This design comes from an exercise in tuning for small area, a short achievable clock period and few clock cycles per item on the open sky130 flow, not from production work.

Setup of AL:
==> flow/design.v <==
module divider(quotient, remainder, done, divisor, dividend, start, clk, rst);
    output reg [31:0] quotient, remainder;
    input [31:0] divisor, dividend;
    input start, clk, rst;
    output done;
    reg        busy, idle, align;
    reg [4:0]  dt, dg;   
    reg [4:0]  sh;       
    reg [31:0] NB;       
    function [4:0] lzc;
        input [31:0] x;
        reg [15:0] v0; reg [15:0] z0;
        reg [7:0]  v1; reg [15:0] z1;
        reg [3:0]  v2; reg [11:0] z2;
        reg [1:0]  v3; reg [7:0]  z3;
        integer i;
        begin
            for (i = 0; i < 16; i = i + 1) begin
                v0[i] = x[2*i+1] | x[2*i];
                z0[i] = ~x[2*i+1];
            end
            for (i = 0; i < 8; i = i + 1) begin
                v1[i] = v0[2*i+1] | v0[2*i];
                z1[2*i +: 2] = v0[2*i+1] ? {1'b0, z0[2*i+1]} : {1'b1, z0[2*i]};
            end
            for (i = 0; i < 4; i = i + 1) begin
                v2[i] = v1[2*i+1] | v1[2*i];
                z2[3*i +: 3] = v1[2*i+1] ? {1'b0, z1[4*i+2 +: 2]} : {1'b1, z1[4*i +: 2]};
            end
            for (i = 0; i < 2; i = i + 1) begin
                v3[i] = v2[2*i+1] | v2[2*i];
                z3[4*i +: 4] = v2[2*i+1] ? {1'b0, z2[6*i+3 +: 3]} : {1'b1, z2[6*i +: 3]};
            end
            lzc = v3[1] ? {1'b0, z3[7:4]} : {1'b1, z3[3:0]};
        end
    endfunction
    function [31:0] smear;
        input [31:0] x;
        integer i;
        begin
            smear = x;
            for (i = 1; i < 32; i = i * 2)
                smear = smear | (smear >> i);
        end
    endfunction
    wire quick = (|(divisor & ~smear(dividend))) | ~(|divisor);
    wire [4:0] bw;                       
    assign bw[0] = 1'b0;
    assign bw[1] = dg[0];
    assign bw[2] = dg[1] | (~dt[1] & dg[0]);
    assign bw[3] = dg[2] | (~dt[2] & dg[1]) | (~dt[2] & ~dt[1] & dg[0]);
    assign bw[4] = dg[3] | (~dt[3] & dg[2]) | (~dt[3] & ~dt[2] & dg[1])
                 | (~dt[3] & ~dt[2] & ~dt[1] & dg[0]);
    wire [4:0] s = dt ^ bw;
    wire [31:0] B1 = s[0] ? {NB[30:0], 1'b1} : NB;
    wire [31:0] B2 = s[1] ? {B1[29:0], 2'b11} : B1;
    wire [31:0] B4 = s[2] ? {B2[27:0], 4'hf} : B2;
    wire [31:0] B8 = s[3] ? {B4[23:0], 8'hff} : B4;
    wire [31:0] Ba = s[4] ? {B8[15:0], 16'hffff} : B8;
    wire [32:0] diff = {1'b0, remainder} - {1'b0, ~NB};
    wire        qbit = ~diff[32];
    wire busy_n = busy ? (align | (sh != 5'd0)) : (start & ~quick);
    assign done = idle;
    always_ff @(posedge clk, negedge rst) begin
        if (~rst) begin
            busy <= 1'b0;
            idle <= 1'b1;
            align <= 1'b0;
        end else begin
            busy <= busy_n;
            idle <= ~busy_n;
            align <= ~busy & start & ~quick;
        end
    end
    always_ff @(posedge clk) begin
        dt <= lzc(divisor) ^ lzc(dividend);      
        dg <= ~lzc(divisor) & lzc(dividend);
        if (busy) begin
            if (align) begin
                NB <= Ba;
                sh <= s;
            end else begin
                NB <= {1'b1, NB[31:1]};
                sh <= sh - 5'd1;
                quotient <= {quotient[30:0], qbit};
                if (qbit) remainder <= diff[31:0];
            end
        end else begin
            NB <= ~divisor;
            if (start) begin
                quotient <= 32'd0;
                remainder <= dividend;
            end
        end
    end
endmodule
==> flow/config.mk <==
export PLATFORM = sky130hd
export DESIGN_NAME = divider
export DESIGN_NICKNAME = divider
export VERILOG_FILES = /design/flow/design.v
export SDC_FILE = /design/flow/constraint.sdc
export NUM_CORES = 4
export LEC_CHECK = 0
export ABC_AREA = 1
export CAP_MARGIN = 20
export CORE_MARGIN = 2
export CORE_UTILIZATION = 40
export CTS_BUF_LIST = sky130_fd_sc_hd__clkbuf_8
export PLACE_DENSITY = 0.6
export SETUP_SLACK_MARGIN = 2.5
export SLEW_MARGIN = 20
export BUFFER_PORTS_ARGS = -buffer_cell sky130_fd_sc_hd__buf_1
==> flow/constraint.sdc <==
create_clock -name core_clock -period 5.0 [get_ports {clk}]
set_input_delay 1.0000 -clock core_clock [delete_from_list [all_inputs] [get_ports {clk}]]
set_output_delay 1.0000 -clock core_clock [all_outputs]
set_load 0.01 [all_outputs]
standard.sh (not shown) runs the stock make flow with config.mk's settings and CLKGATE_MAP_FILE= SYNTH_SCRIPT=/design/flow/synth_recipe.tcl, a recipe that flattens the netlist after the stock synthesis.
==> flow/flow/run.sh <==
#!/bin/bash
# Own layout flow: the standard synthesis unchanged, then the standard ORFS
# steps with a few extra ORFS settings (flow/extra.mk) appended to config.mk
# after synthesis, so that synthesis is exactly the standard flow's.
set -euo pipefail
here="$(pwd)"
bash standard.sh synth > "$here/log_synth.txt" 2>&1
cat flow/extra.mk >> config.mk
bash standard.sh > "$here/log_layout.txt" 2>&1
==> flow/flow/extra.mk <==
export BUFFER_PORTS_ARGS = -buffer_cell sky130_fd_sc_hd__buf_1
## Diff of input files: TR against AL
==> flow/design.v <==
module divider(quotient, remainder, done, divisor, dividend, start, clk, rst);
    output reg [31:0] quotient, remainder;
    input [31:0] divisor, dividend;
    input start, clk, rst;
    output done;
    reg        busy, idle, align;
    reg [4:0]  za_r;     
    reg [4:0]  sh;       
    reg [31:0] NB;       
    function [4:0] lzc;
        input [31:0] x;
        reg [15:0] v0; reg [15:0] z0;
        reg [7:0]  v1; reg [15:0] z1;
        reg [3:0]  v2; reg [11:0] z2;
        reg [1:0]  v3; reg [7:0]  z3;
        integer i;
        begin
            for (i = 0; i < 16; i = i + 1) begin
                v0[i] = x[2*i+1] | x[2*i];
                z0[i] = ~x[2*i+1];
            end
            for (i = 0; i < 8; i = i + 1) begin
                v1[i] = v0[2*i+1] | v0[2*i];
                z1[2*i +: 2] = v0[2*i+1] ? {1'b0, z0[2*i+1]} : {1'b1, z0[2*i]};
            end
            for (i = 0; i < 4; i = i + 1) begin
                v2[i] = v1[2*i+1] | v1[2*i];
                z2[3*i +: 3] = v1[2*i+1] ? {1'b0, z1[4*i+2 +: 2]} : {1'b1, z1[4*i +: 2]};
            end
            for (i = 0; i < 2; i = i + 1) begin
                v3[i] = v2[2*i+1] | v2[2*i];
                z3[4*i +: 4] = v2[2*i+1] ? {1'b0, z2[6*i+3 +: 3]} : {1'b1, z2[6*i +: 3]};
            end
            lzc = v3[1] ? {1'b0, z3[7:4]} : {1'b1, z3[3:0]};
        end
    endfunction
    function [31:0] smear;
        input [31:0] x;
        integer i;
        begin
            smear = x;
            for (i = 1; i < 32; i = i * 2)
                smear = smear | (smear >> i);
        end
    endfunction
    wire quick = (|(divisor & ~smear(dividend))) | ~(|divisor);
    wire [4:0] s = sh - za_r;
    wire [31:0] B1 = s[0] ? {NB[30:0], 1'b1} : NB;
    wire [31:0] B2 = s[1] ? {B1[29:0], 2'b11} : B1;
    wire [31:0] B4 = s[2] ? {B2[27:0], 4'hf} : B2;
    wire [31:0] B8 = s[3] ? {B4[23:0], 8'hff} : B4;
    wire [31:0] Ba = s[4] ? {B8[15:0], 16'hffff} : B8;
    wire [32:0] diff = {1'b0, remainder} - {1'b0, ~NB};
    wire        qbit = ~diff[32];
    wire busy_n = busy ? (align | (sh != 5'd0)) : (start & ~quick);
    assign done = idle;
    always_ff @(posedge clk, negedge rst) begin
        if (~rst) begin
            busy <= 1'b0;
            idle <= 1'b1;
            align <= 1'b0;
        end else begin
            busy <= busy_n;
            idle <= ~busy_n;
            align <= ~busy & start & ~quick;
        end
    end
    always_ff @(posedge clk) begin
        za_r <= lzc(dividend);           
        if (busy) begin
            if (align) begin
                NB <= Ba;
                sh <= s;
            end else begin
                NB <= {1'b1, NB[31:1]};
                sh <= sh - 5'd1;
                quotient <= {quotient[30:0], qbit};
                if (qbit) remainder <= diff[31:0];
            end
        end else begin
            NB <= ~divisor;
            sh <= lzc(divisor);
            if (start) begin
                quotient <= 32'd0;
                remainder <= dividend;
            end
        end
    end
endmodule
Compared with AL, TR has less setup slack. Against AL, TR comes in 2.5% lower on first-pass GRT wire length. Compared with AL, TR instantiates a smaller number of standard cells. When TR is measured against AL, its arrival time of data at the critical path endpoint turns out 0.24 ns higher. Diff AL -> TR: worst-skew pair later-pin latency went down by 0.07 ns, area of the core went down by 0.0014 sq mm. Minimum clock period (lower): AL. In TR, the combined buffer and inverter count along the critical path came out 4 above the value in AL. Going from AL to TR, the effective utilization at floorplan was found to have gone up by 0.53 points.
No functional check of the RTL was part of any run of this note.

afterwards: timing with drivers on the ports:
Ports are ideal in the flow. The routed layouts listed here were re-timed in OpenROAD.
Step 1 (the two cells are an assumption about what drives the block):
set clk [get_ports {clk}]
set_driving_cell -lib_cell sky130_fd_sc_hd__clkbuf_16 $clk
set_driving_cell -lib_cell sky130_fd_sc_hd__buf_2 [delete_from_list [all_inputs] $clk]
Step 2, shift: input delay + t, output delay - t, t = (earliest + latest rising clock arrival at the registers) / 2. This alone moves slack from input paths to output paths.
Slacks: ideal ports / drivers / drivers and shift; pairs: ideal ports / drivers.
run	t (ns)	slack for setup (ns)	worst hold slack (ns)
AL	0.510	2.630 / 2.630 / 2.139	0.375 / 0.358 / 0.539
TR	0.443	2.542 / 2.542 / 2.110	0.376 / 0.377 / 0.544
After both steps setup and hold are still met in every run listed. The setup slack of AL, which loses most, moves by 0.000 ns with the drivers and by -0.491 ns with both steps.
